What follows belongs to an exercise in optimizing a design on an open flow for small area; a production flow would make more cautious choices.
The RTL was checked by simulation tests, not by an equivalence proof against the original design.
No driver is modelled on the clock port, so clocking that relies on it looks cheaper here than on a real chip.
Power and IR drop assume default switching activity.

==> module uart_rx, before the edit <==
module uart_rx (
    input            clk,
    input            rst_n,
    input      [2:0] baud_set,
    input            din,
    output reg [7:0] rx_dout,
    output reg       rx_vld
);
  reg [3:0] seg_end;
  reg [3:0] seg_mid;
  reg       odd;
  always @(*) begin
    case (baud_set)
      3'd1: begin seg_end = 4'd1;  seg_mid = 4'd1; odd = 1'b0; end
      3'd2: begin seg_end = 4'd3;  seg_mid = 4'd1; odd = 1'b1; end
      3'd3: begin seg_end = 4'd13; seg_mid = 4'd7; odd = 1'b0; end
      3'd4: begin seg_end = 4'd5;  seg_mid = 4'd11; odd = 1'b0; end
      default: begin seg_end = 4'd0; seg_mid = 4'd0; odd = 1'b1; end
    endcase
  end
  reg [8:0] sub;
  reg [3:0] seg;
  reg [3:0] cnt_bit;
  reg       din_r0, din_r1, din_r2;
  reg       rx_flag;
  wire sub_end = sub == 9'd182;
  wire end_cnt_bps = rx_flag && sub_end && seg == seg_end;
  wire end_cnt_bit = end_cnt_bps && cnt_bit == 4'd9;
  wire mid = rx_flag && seg == seg_mid && sub == (odd ? 9'd77 : 9'd0);
  wire nedge = ~din_r1 & din_r2;
  always @(posedge clk) begin
    if (!rx_flag || sub_end) sub <= 9'd0;
    else sub <= {sub[7:0], ~(sub[8] ^ sub[4])};
  end
  always @(posedge clk) begin
    if (!rx_flag || end_cnt_bps) seg <= 4'd0;
    else if (sub_end) seg <= {seg[2:0], ~(seg[3] ^ seg[2])};
  end
  always @(posedge clk or negedge rst_n) begin
    if (!rst_n) begin
      din_r0 <= 1'b1;
      din_r1 <= 1'b1;
      din_r2 <= 1'b1;
    end else begin
      din_r0 <= din;
      din_r1 <= din_r0;
      din_r2 <= din_r1;
    end
  end
  always @(posedge clk or negedge rst_n) begin
    if (!rst_n) rx_flag <= 1'b0;
    else if (nedge && !rx_flag) rx_flag <= 1'b1;
    else if (end_cnt_bit) rx_flag <= 1'b0;
  end
  always @(posedge clk) begin
    if (!rx_flag || end_cnt_bit) cnt_bit <= 4'd0;
    else if (mid && cnt_bit == 4'd0 && din_r1) cnt_bit <= 4'd9;
    else if (end_cnt_bps) cnt_bit <= {cnt_bit[2:0], ~(cnt_bit[3] ^ cnt_bit[2])};
  end
  always @(posedge clk or negedge rst_n) begin
    if (!rst_n) rx_dout <= 8'd0;
    else if (mid && cnt_bit != 4'd0 && cnt_bit != 4'd9)
      rx_dout <= {din_r1, rx_dout[7:1]};
  end
  always @(posedge clk or negedge rst_n) begin
    if (!rst_n) rx_vld <= 1'b0;
    else rx_vld <= end_cnt_bit;
  end
endmodule
==> flow/config.mk <==
export PLATFORM = sky130hd
export DESIGN_NAME = de1_soc_uart_top
export DESIGN_NICKNAME = de1_soc_uart_top
export VERILOG_FILES = /design/flow/design.v
export SDC_FILE = /design/flow/constraint.sdc
export NUM_CORES = 4
export LEC_CHECK = 0
export CAP_MARGIN = 20
export CELL_PAD_IN_SITES_DETAIL_PLACEMENT = 0
export CELL_PAD_IN_SITES_GLOBAL_PLACEMENT = 1
export CORE_MARGIN = 2
export CORE_UTILIZATION = 65
export PLACE_DENSITY = 0.75
export SLEW_MARGIN = 20
==> flow/constraint.sdc <==
create_clock -name core_clock -period 20.0 [get_ports {CLOCK_50}]
set_input_delay 4.0000 -clock core_clock [delete_from_list [all_inputs] [get_ports {CLOCK_50}]]
set_output_delay 4.0000 -clock core_clock [all_outputs]
set_load 0.01 [all_outputs]
standard.sh (not shown) runs the stock make flow with config.mk's settings and CLKGATE_MAP_FILE= SYNTH_SCRIPT=/design/flow/synth_recipe.tcl, a recipe that flattens the netlist after the stock synthesis.
==> flow/flow/run.sh <==
#!/bin/bash
# The standard layout (standard.sh), with clock tree synthesis told to
# build leaf clusters of at most 18 sinks driven by clkbuf_8 and to insert
# no dummy loads: the ~2100 flip-flops otherwise get a clkbuf_16 per ~12
# sinks plus dummy loads. Port buffers are buf_1 rather than the
# clkdlybuf4s50_1 that buffer_ports picks by default. The full output goes
# to standard.log; ORFS's own per-step logs are under orfs/logs.
# flow/post_cts.tcl, run by ORFS right after clock tree synthesis, turns
# clkbuf_8s that drive at most 10 pins into clkbuf_4s.
set -euo pipefail
export CTS_ARGS="-sink_clustering_enable -repair_clock_nets -dont_use_dummy_load -buf_list sky130_fd_sc_hd__clkbuf_8 -sink_clustering_size 18 -sink_clustering_max_diameter 50"
export BUFFER_PORTS_ARGS="-buffer_cell sky130_fd_sc_hd__buf_1"
export POST_CTS_TCL="$PWD/flow/post_cts.tcl"
bash standard.sh > standard.log 2>&1
==> flow/flow/post_cts.tcl <==
# Downsize lightly loaded clock buffers: a clkbuf_8 whose net drives at most
# 10 pins becomes a clkbuf_4.
set n 0
foreach inst [get_cells -filter "ref_name == sky130_fd_sc_hd__clkbuf_8"] {
  set out [get_pins -of_objects $inst -filter "direction == output"]
  set net [get_nets -of_objects $out]
  set loads [llength [get_pins -of_objects $net -filter "direction == input"]]
  if {$loads <= 10} {
    replace_cell $inst sky130_fd_sc_hd__clkbuf_4
    incr n
  }
}
puts "post_cts: downsized $n clock buffers to clkbuf_4"
Next try:
--- a/flow/design.v
+++ b/flow/design.v
@@ -21,11 +21,12 @@
   reg [8:0] sub;
   reg [3:0] seg;
   reg [3:0] cnt_bit;
+  reg       bit0;
   reg       din_r0, din_r1, din_r2;
   reg       rx_flag;
   wire sub_end = sub == 9'd182;
   wire end_cnt_bps = rx_flag && sub_end && seg == seg_end;
-  wire end_cnt_bit = end_cnt_bps && cnt_bit == 4'd9;
+  wire end_cnt_bit = end_cnt_bps && (cnt_bit == 4'd9 || bit0);
   wire mid = rx_flag && seg == seg_mid && sub == (odd ? 9'd77 : 9'd0);
   wire nedge = ~din_r1 & din_r2;
   always @(posedge clk) begin
@@ -54,8 +55,10 @@
   end
   always @(posedge clk) begin
     if (!rx_flag || end_cnt_bit) cnt_bit <= 4'd0;
-    else if (mid && cnt_bit == 4'd0 && din_r1) cnt_bit <= 4'd9;
     else if (end_cnt_bps) cnt_bit <= {cnt_bit[2:0], ~(cnt_bit[3] ^ cnt_bit[2])};
+  end
+  always @(posedge clk) begin
+    if (mid && cnt_bit == 4'd0) bit0 <= din_r1;
   end
   always @(posedge clk or negedge rst_n) begin
     if (!rst_n) rx_dout <= 8'd0;
=>
- clock power stays flat
- via count drops by about 0.5%
- fmax barely changes
- die area barely changes
- total power is higher by 4.4%
- routed wire length is higher by 0.55%
- utilization hardly moves
- synthesized cell count stays flat

==> what the ideal ports hide <==
The results above use ideal ports. As a check the final layouts listed here were re-extracted and re-timed, cells and wires unchanged.
Step 1 assumes that a clkbuf_16 drives the clock port and a buf_2 every other input.
Step 2 moves the port delays by t, midway between the first and last clock arrival at a register: inputs arrive t later, outputs are due t later. That takes back most of the time a late clock gives input paths.
Slacks: no drivers / after step 1 / after step 2; pairs: no drivers / after step 1.
run | shift t [ns] | slack for setup (ns) | worst setup path after step 2 | pins driven straight from the clock port
the first run | 0.834 | 14.240 / 14.177 / 13.764 | input to register | 1
the second run | 0.779 | 14.240 / 14.185 / 13.724 | input to register | 1
After both steps every run listed still meets setup and hold. The setup slack of the second run, which loses most, moves by -0.055 ns with the drivers and by -0.516 ns with both steps.
